From an optimization exercise on the open Yosys and OpenROAD flow, aimed at small area, a short achievable clock period and few clock cycles; shortcuts taken in it are not production practice. The RTL was checked by simulation tests, not by an equivalence proof against the original design. Power and IR drop assume default switching activity.

### flow/design.v
module FemtoRV32(
   input         clk,
   output [31:0] mem_addr,   
   output [31:0] mem_wdata,  
   output [3:0]  mem_wmask,  
   input  [31:0] mem_rdata,  
   output        mem_rstrb,  
   input         mem_rbusy,  
   input         mem_wbusy,  
   input         reset       
);
   wire stall = mem_rbusy | mem_wbusy;
   reg        D_valid;       
   reg [31:0] PC_D;          
   reg        E_valid;
   reg [31:0] E_rs1;         
   reg [31:0] E_op2;         
   reg [31:0] E_aux;         
   reg [4:0]  E_rd;
   reg [4:0]  E_rs1id;       
   reg [4:0]  E_rs2id;
   reg [2:0]  E_f3;
   reg        E_wr;          
   reg        E_isLoad, E_isStore, E_isBranch, E_isJAL, E_isJALR;
   reg        E_sub, E_arith;
   reg        E_selAdd, E_selSlt, E_selSltu, E_selXor, E_selOr, E_selAnd;
   reg        E_selShift, E_selLink, E_selCyc;
   reg        W_valid;       
   reg        W_wr;          
   reg [4:0]  W_rd;
   reg [2:0]  W_f3;
   reg [1:0]  W_a;
   reg [31:0] cycles;
   reg [31:0] registerFile [1:31];
   wire        rf_we;
   wire [4:0]  rf_wa;
   wire [31:0] rf_wd;
   always @(posedge clk) begin
      if (rf_we)
         registerFile[rf_wa] <= rf_wd;
   end
   wire [31:0] I = mem_rdata;
   wire [4:0] D_rs1 = I[19:15];
   wire [4:0] D_rs2 = I[24:20];
   wire [4:0] D_rd  = I[11:7];
   wire D_isLoad   = (I[6:2] == 5'b00000);
   wire D_isALUimm = (I[6:2] == 5'b00100);
   wire D_isAUIPC  = (I[6:2] == 5'b00101);
   wire D_isStore  = (I[6:2] == 5'b01000);
   wire D_isALUreg = (I[6:2] == 5'b01100);
   wire D_isLUI    = (I[6:2] == 5'b01101);
   wire D_isBranch = (I[6:2] == 5'b11000);
   wire D_isJALR   = (I[6:2] == 5'b11001);
   wire D_isJAL    = (I[6:2] == 5'b11011);
   wire D_isSYSTEM = (I[6:2] == 5'b11100);
   wire [31:0] Iimm = {{21{I[31]}}, I[30:20]};
   wire [31:0] Simm = {{21{I[31]}}, I[30:25], I[11:7]};
   wire [31:0] Bimm = {{20{I[31]}}, I[7], I[30:25], I[11:8], 1'b0};
   wire [31:0] Uimm = {I[31:12], 12'b0};
   wire [31:0] Jimm = {{12{I[31]}}, I[19:12], I[20], I[30:21], 1'b0};
   wire D_usesRs1 = !(D_isLUI | D_isAUIPC | D_isJAL);
   wire D_usesRs2 = D_isALUreg | D_isBranch | D_isStore;
   wire D_isALU   = D_isALUimm | D_isALUreg;
   wire [2:0] D_f3 = I[14:12];
   wire        E_fwd;
   wire [31:0] E_result;
   wire [31:0] rf_r1 = (D_rs1 == 5'd0) ? 32'b0 : registerFile[D_rs1];
   wire [31:0] rf_r2 = (D_rs2 == 5'd0) ? 32'b0 : registerFile[D_rs2];
   wire [31:0] D_r1 = (E_fwd && E_rd == D_rs1) ? E_result : rf_r1;
   wire [31:0] D_r2 = (E_fwd && E_rd == D_rs2) ? E_result : rf_r2;
   wire [31:0] D_imm = D_isStore           ? Simm :
                       (D_isLUI|D_isAUIPC) ? Uimm :
                       D_isJAL             ? Jimm :
                                             Iimm;
   wire [31:0] D_target = PC_D + Bimm;
   wire Eexec = E_valid & !W_valid;
   wire [31:0] op2x = E_sub ? ~E_op2 : E_op2;
   wire [32:0] X = {1'b0, E_rs1} + {1'b0, op2x} + {32'b0, E_sub};
   wire        LTU = !X[32];
   wire        LT  = (E_rs1[31] ^ E_op2[31]) ? E_rs1[31] : X[31];
   wire        EQ  = (E_rs1 == E_op2);
   wire taken = (E_f3[2:1] == 2'b00) ? (EQ  ^ E_f3[0]) :
                (E_f3[2:1] == 2'b10) ? (LT  ^ E_f3[0]) :
                                       (LTU ^ E_f3[0]);
   wire        shLeft = !E_f3[2];
   wire [31:0] rs1rev;
   genvar gi;
   generate
      for (gi = 0; gi < 32; gi = gi + 1) begin : rev1
         assign rs1rev[gi] = E_rs1[31-gi];
      end
   endgenerate
   wire [31:0] shIn = shLeft ? rs1rev : E_rs1;
   wire        shFill = E_arith & E_rs1[31];
   wire [63:0] shExt = {{32{shFill}}, shIn} >> E_op2[4:0];
   wire [31:0] shR = shExt[31:0];
   wire [31:0] shRrev;
   generate
      for (gi = 0; gi < 32; gi = gi + 1) begin : rev2
         assign shRrev[gi] = shR[31-gi];
      end
   endgenerate
   wire [31:0] shOut = shLeft ? shRrev : shR;
   wire [31:0] incPC = PC_D + 32'd4;
   wire [31:0] link  = D_valid ? PC_D : incPC;
   assign E_result =
      (E_selAdd   ? X[31:0]         : 32'b0) |
      (E_selSlt   ? {31'b0, LT}     : 32'b0) |
      (E_selSltu  ? {31'b0, LTU}    : 32'b0) |
      (E_selXor   ? E_rs1 ^ E_op2   : 32'b0) |
      (E_selOr    ? E_rs1 | E_op2   : 32'b0) |
      (E_selAnd   ? E_rs1 & E_op2   : 32'b0) |
      (E_selShift ? shOut           : 32'b0) |
      (E_selLink  ? link            : 32'b0) |
      (E_selCyc   ? cycles          : 32'b0);
   assign E_fwd = E_valid & E_wr;
   wire E_ld = Eexec & E_isLoad;
   wire E_st = Eexec & E_isStore;
   wire E_useX = Eexec & (E_isLoad | E_isStore | E_isJAL | E_isJALR);
   wire E_br   = Eexec & E_isBranch & taken;
   wire E_redirect = Eexec & (E_isJAL | E_isJALR | (E_isBranch & taken));
   wire fetch = !(E_ld | E_st);
   assign mem_addr = E_useX ? {X[31:1], X[0] & !E_isJALR} :
                     E_br   ? E_aux :
                              incPC;
   assign mem_rstrb = !stall & !E_st;
   wire [3:0] st_mask =
      E_f3[1] ? 4'b1111 :
      E_f3[0] ? (X[1] ? 4'b1100 : 4'b0011) :
                (4'b0001 << X[1:0]);
   assign mem_wmask = (!stall & E_st) ? st_mask : 4'b0000;
   assign mem_wdata = E_f3[1] ? E_aux :
                      E_f3[0] ? {2{E_aux[15:0]}} :
                                {4{E_aux[7:0]}};
   wire [15:0] ld_half = W_a[1] ? mem_rdata[31:16] : mem_rdata[15:0];
   wire  [7:0] ld_byte = W_a[0] ? ld_half[15:8] : ld_half[7:0];
   wire        ld_sign = !W_f3[2] & (W_f3[0] ? ld_half[15] : ld_byte[7]);
   wire [31:0] ld_data = W_f3[1] ? mem_rdata :
                         W_f3[0] ? {{16{ld_sign}}, ld_half} :
                                   {{24{ld_sign}}, ld_byte};
   assign rf_we = !stall & ((Eexec & E_wr) | (W_valid & W_wr));
   assign rf_wa = W_valid ? W_rd : E_rd;
   assign rf_wd = W_valid ? ld_data : E_result;
   always @(posedge clk) begin
      if (!reset) begin
         D_valid <= 1'b0;
         E_valid <= 1'b0;
         W_valid <= 1'b0;
         PC_D    <= 32'hFFFFFFFC;
      end else if (!stall) begin
         D_valid <= fetch;
         if (fetch) PC_D <= mem_addr;
         W_valid <= E_ld;
         if (!W_valid) E_valid <= D_valid & !E_redirect;
      end
   end
   always @(posedge clk) begin
      if (!stall) begin
         if (W_valid) begin
            if (W_wr && E_rs1id == W_rd) E_rs1 <= ld_data;
            if (W_wr && E_rs2id == W_rd) begin
               if (E_isStore) E_aux <= ld_data;
               else           E_op2 <= ld_data;
            end
         end else begin
            E_rs1   <= (D_isAUIPC | D_isJAL) ? PC_D : D_isLUI ? 32'b0 : D_r1;
            E_op2   <= (D_isALUreg | D_isBranch) ? D_r2 : D_imm;
            E_aux   <= D_isStore ? D_r2 : D_target;
            E_rd    <= D_rd;
            E_rs1id <= D_usesRs1 ? D_rs1 : 5'd0;
            E_rs2id <= D_usesRs2 ? D_rs2 : 5'd0;
            E_f3    <= D_f3;
            E_wr    <= !(D_isBranch | D_isStore | D_isLoad) & (D_rd != 5'd0);
            E_isLoad   <= D_isLoad;
            E_isStore  <= D_isStore;
            E_isBranch <= D_isBranch;
            E_isJAL    <= D_isJAL;
            E_isJALR   <= D_isJALR;
            E_sub      <= D_isBranch | (D_isALU & (D_f3 == 3'b010 | D_f3 == 3'b011)) |
                          (D_isALUreg & D_f3 == 3'b000 & I[30]);
            E_arith    <= I[30];
            E_selAdd   <= (D_isALU & D_f3 == 3'b000) | D_isLUI | D_isAUIPC;
            E_selSlt   <= D_isALU & D_f3 == 3'b010;
            E_selSltu  <= D_isALU & D_f3 == 3'b011;
            E_selXor   <= D_isALU & D_f3 == 3'b100;
            E_selOr    <= D_isALU & D_f3 == 3'b110;
            E_selAnd   <= D_isALU & D_f3 == 3'b111;
            E_selShift <= D_isALU & D_f3[1:0] == 2'b01;
            E_selLink  <= D_isJAL | D_isJALR;
            E_selCyc   <= D_isSYSTEM;
         end
         if (E_ld) begin
            W_wr  <= E_rd != 5'd0;
            W_rd  <= E_rd;
            W_f3  <= E_f3;
            W_a   <= X[1:0];
         end
      end
   end
   always @(posedge clk) cycles <= !reset ? 32'b0 : cycles + 1;
endmodule
### flow/run.sh
#!/bin/bash
# synth_recipe.tcl (not shown) runs the flow's synth.tcl, then flattens the netlist and writes it again
# the make line also repeats each setting of config.mk as NAME=value (left out here)
make -C /OpenROAD-flow-scripts/flow DESIGN_CONFIG=/design/flow/config.mk WORK_HOME=/design/flow/orfs CLKGATE_MAP_FILE= SYNTH_SCRIPT=/design/flow/synth_recipe.tcl finish
### flow/config.mk
export PLATFORM = sky130hd
export DESIGN_NAME = FemtoRV32
export DESIGN_NICKNAME = FemtoRV32
export VERILOG_FILES = /design/flow/design.v
export SDC_FILE = /design/flow/constraint.sdc
export NUM_CORES = 4
export LEC_CHECK = 0
export CAP_MARGIN = 20
export CORE_MARGIN = 2
export CORE_UTILIZATION = 30
export PLACE_DENSITY = 0.5
export SLEW_MARGIN = 20
### flow/constraint.sdc
create_clock -name core_clock -period 10.0 [get_ports {clk}]
set_input_delay 2.0000 -clock core_clock [delete_from_list [all_inputs] [get_ports {clk}]]
set_output_delay 2.0000 -clock core_clock [all_outputs]
set_load 0.01 [all_outputs]
==> parameters.txt <==
Parameter                              Value

Place
  I/O Buffers ... about 100
  Weighted congestion at the end of routability-driven global placement ... 1.04
  Pre-CTS WS ... 2850 ps
  Post-placement cell area ... just over 0.07 mm^2
  Number of cells in the design after placement ... 7,551
  Post-detail-place hpwl ... about 180 mm

STA
  Tightest hold margin ... about 520 ps
  Setup violation total in the final timing report ... 0
  Final hold violations ... 0
  Setup repair after global routing missed its margin ... false
  Fmax ... between 100 and 150 MHz
  Setup slack after layout ... 1900 ps
  Transition time at the pin with the least slew margin ... ~1300 ps
  Fin. max-slew vios ... 0
  Setup TNS after final layout ... 0 ps
  Final clock period utilization by the worst path ... 0.810
  Post-route clock skew ... around 36 ps
  Max transition margin ... 0.142
  Crit path time final ... about 8100 ps

Hold path
  End point of the worst hold path ... W_f3[0]
  Class of the most critical hold timing path ... register to register
  Hold_sp ... E_f3[0]
  Cells on Worst Hold Path ... 0

Layout
  Most common cell after layout, fill and taps aside ... edfxtp_1
  Proportion of layout cells with a drive suffix above 1 ... 0.237
  Utilization after layout ... 0.344
  Most frequent cells in the layout ... 1,134 x edfxtp_1, 602 x mux4_2, 301 x nand2_1, 261 x nor2_1, 244 x a21oi_1
  Filler Cell Count ... 21,400
  Final layout net count ... 4,877
  Cell area after layout ... about 0.076 mm^2
  Layout Area Growth over Synthesis ... 13.9%
  Count of non-filler cells in the finished layout ... 7,802

Clock tree
  Deepest clock path buffer count ... 3
  Resized cells post-CTS ... 0
  Number of sinks handled by clock tree synthesis ... about 1,200
  Hold buffer count at CTS ... 0
  Clock transition time at the flip-flop clock pins of the worst setup and hold paths ... ~60 ps
  Clock latency of the later-clocked register in the worst-skew pair ... 810 ps
  CTS Buf Count ... ~130
  CTS tree ... yes
  Number of buffers inserted by post-CTS setup repair ... 0
  CTS HTree Levels ... 4
  Clock root buffer master ... clkbuf_16

Logic synthesis
  Share of cell area taken by muxes after synthesis ... 0.246
  Xor and xnor area share after synthesis ... 0.0251
  Netlist cell types ... between 80 and 90
  Number of register bits inferred by synthesis ... roughly 1,200
  Synth Net Count ... 4,839
  Fraction of the mapped netlist area in adder cells ... 0.0243
  Compound-cell area share of the yosys netlist ... 0.0889
  Gate count of the mapped netlist ... approximately 4,700
  Avg Cell Area, Syn ... about 14 um^2
  FFs w/ async S/R, synth ... 0
  Synth area leaders ... edfxtp_1 51%, mux4_2 20%, mux2i_1 3.0%
  Number of flops mapped to enable cells by yosys ... about 1,100
  Largest family of logic cells by synthesized area ... multiplexers
  Cell type with the highest aggregate area in the netlist ... edfxtp_1
  Top-area cell type share of the netlist area ... 0.508
  Primary flip-flop cell chosen by synthesis mapping ... edfxtp_1
  Simple logic cell fraction of the synthesized area ... 0.0599
  Total standard cell area after synthesis ... ~0.067 mm^2
  Yosys Warn Count ... 1
  Sequential cell area fraction in the yosys report ... 0.528

Floorplanning
  Starting utilization of the core area ... 0.302
  Die width ... 477 um
  Die Height ... 477 um
  Die area ... between 0.2 and 0.25 mm^2
  Core region area ... roughly 0.22 mm^2
  Number of cell rows ... around 170
  I/O pin count ... between 100 and 150

GRT
  Number of antenna violations at the first check in global routing ... 28
  Largest net degree at the start of global routing ... 102
  Residual overflow from global routing ... 0
  Wire length of the first global-routing pass ... 376 mm
  Vias in the first global route ... 45,400
  Global Route Usage Sum ... 0.235

Drt
  Routed Wire Length ... between 200 and 300 mm
  Number of detailed-routing iterations run before antenna repair ... 6
  DRT iter0 DRCs ... just under 7,000
  Number of vias per cell ... between 6 and 7
  DRC ... 0
  Post-route antenna net violation count ... 0
  Count of vias placed by the detailed router ... 47,200
  Routed length per placed instance ... ~35 um

Setup path
  Startpoint types ... register
  Reg-to-Reg Start ... E_op2[2]
  Worst Reg-to-Reg Cells ... 14
  Arrival time of the worst setup path ... approximately 6100 ps
  Max Fanout on Critical Path ... 39
  Type of element capturing the critical path ... output pin
  Data required time of the critical path ... 8000 ps
  Register-to-register setup slack ... between 4000 and 5000 ps
  Crit Path Category ... register to output pin
  RR Endpoint ... E_aux[31]

Power and ir drop
  Maximum vdd drop ... roughly 0.13 mV
  Pleak ... about 26 nW
  Overall power ... 13.4 mW
  Power per standard cell area ... 176 mW/mm^2

Status
  Outcome ... timing/DRC/antenna clean

Job
  Number of maximum-capacitance violations ... 0
[registers in the layout (all words and copies together), names as in the netlist, 2 cells and up]
register and flops:
E_aux 32, E_f3 3, E_op2 32, E_rd 5
E_rs1 32, E_rs1id 5, E_rs2id 5, PC_D 32
W_a 2, W_f3 3, W_rd 5, cycles 32
registerFile 992
[cells in the mapped netlist, types with 29 or more instances]
cell      number
nand3_1       61
o221ai_1      33
mux2i_1      199
and3_1        32
a21o_1        29
buf_1         52
o22ai_1       32
xor2_1       123
inv_1        104
a211oi_1      38
nor2_1       293
o21ai_1       48
a221oi_1      35
nand2_1      301
buf_2         34
o211ai_1      38
a21oi_1      248
mux2_2        80
edfxtp_1    1134
xnor2_1       69
nor3_1        54
mux4_2       602
a221o_1       31
dfxtp_1       67
o21ai_0      181
and2_1        38
clkbuf_1     254
ha_1         127
[cell type report]
| type | count | area, um^2 | share of cell area |
|---|---|---|---|
| clock buffer | 169 | 3530 | 0.0462 |
| inverter | 109 | 409 | 0.00536 |
| sequential | 1201 | 35400 | 0.463 |
| antenna | 6 | 15.0 | 0.000197 |
| multi-input combinational | 3008 | 30400 | 0.398 |
| clock inverter | 75 | 674 | 0.00883 |
| timing repair buffer | 259 | 2270 | 0.0297 |
| tap | 2975 | 3720 | 0.0487 |
[power by group]
part	total [mW]	internal (mW)	switching, mW
sequential	5.80	5.65	0.153
clock	4.86	2.69	2.17
combinational	2.79	0.999	1.79
total	13.4	9.33	4.11
[cells by family after synthesis]
kind of cell               after synthesis
AOI/OAI and AO/OA                      912
xor gates and xnor gates               192
adders and majority gates              129
buffers and inverters                  465
DFF                                   1201
muxes                                  887
and+or+nand+nor                        888
[worst max path at each step]
stage               startpoint            to  slack, ps  depth (start not counted)
finish                E_op2[2]  mem_addr[25]       1900                         15
global route          E_op2[2]  mem_addr[26]       1600                         15
CTS                   E_op2[0]  mem_addr[26]       1990                         15
detailed placement    E_op2[2]  mem_addr[26]       2850                         15
global placement      E_op2[2]  mem_addr[25]       2840                         15
floorplan             E_op2[1]  mem_addr[10]       3830                         17
[critical path: stages (launching register included)]
cell and delay [ps]:
edfxtp_1 670, buf_4 470, xor2_1 120, ha_1 380, a211oi_1 290, o21ai_1 250, o2111ai_1 250, nand3_1 220
a211oi_1 320, o32ai_1 130, o21a_1 200, o211ai_1 230, buf_4 590, mux2i_1 190, o21ai_1 330, clkdlybuf4s50_1 610
[metal layers]
metal,wire (um),vias to the layer above,part of all wire,GRT usage
met3,25200,596,0.092,0.0484
li1,-,19000,-,-
met1,113000,24900,0.41,0.325
met5,63,-,0.00023,0
met2,121000,2820,0.44,0.353
met4,15000,10,0.055,0.111
Testbench counts, summed over its fixed seeds: cycles 87,634.

==> re-timing with driven ports <==
The flow's constraints put no driver on any port. The routed layout listed below was extracted and timed again, unchanged, in two steps.
Step 1 sets driving cells, clkbuf_16 on the clock port and buf_2 on the other inputs (assumed; they add their load-dependent delay and slew).
Step 2 also shifts input and output timing later by t, the mid clock arrival at the registers, as if the neighbouring blocks saw the same clock.
Slacks: no drivers / after step 1 / after step 2; pairs: no drivers / after step 1.
t, ns: 0.870
setup slack, ns: 1.899 / 1.820 / 2.690
latest minus earliest clock arrival (ns): 0.037 / 0.038
worst register clock-pin slew, ns: 0.07 / 0.07
worst data-port slew with drivers (ns): 0.18
After both steps this run still meets setup and hold. For this run, drivers alone change the setup slack by -0.079 ns; drivers and shift together by +0.791 ns.
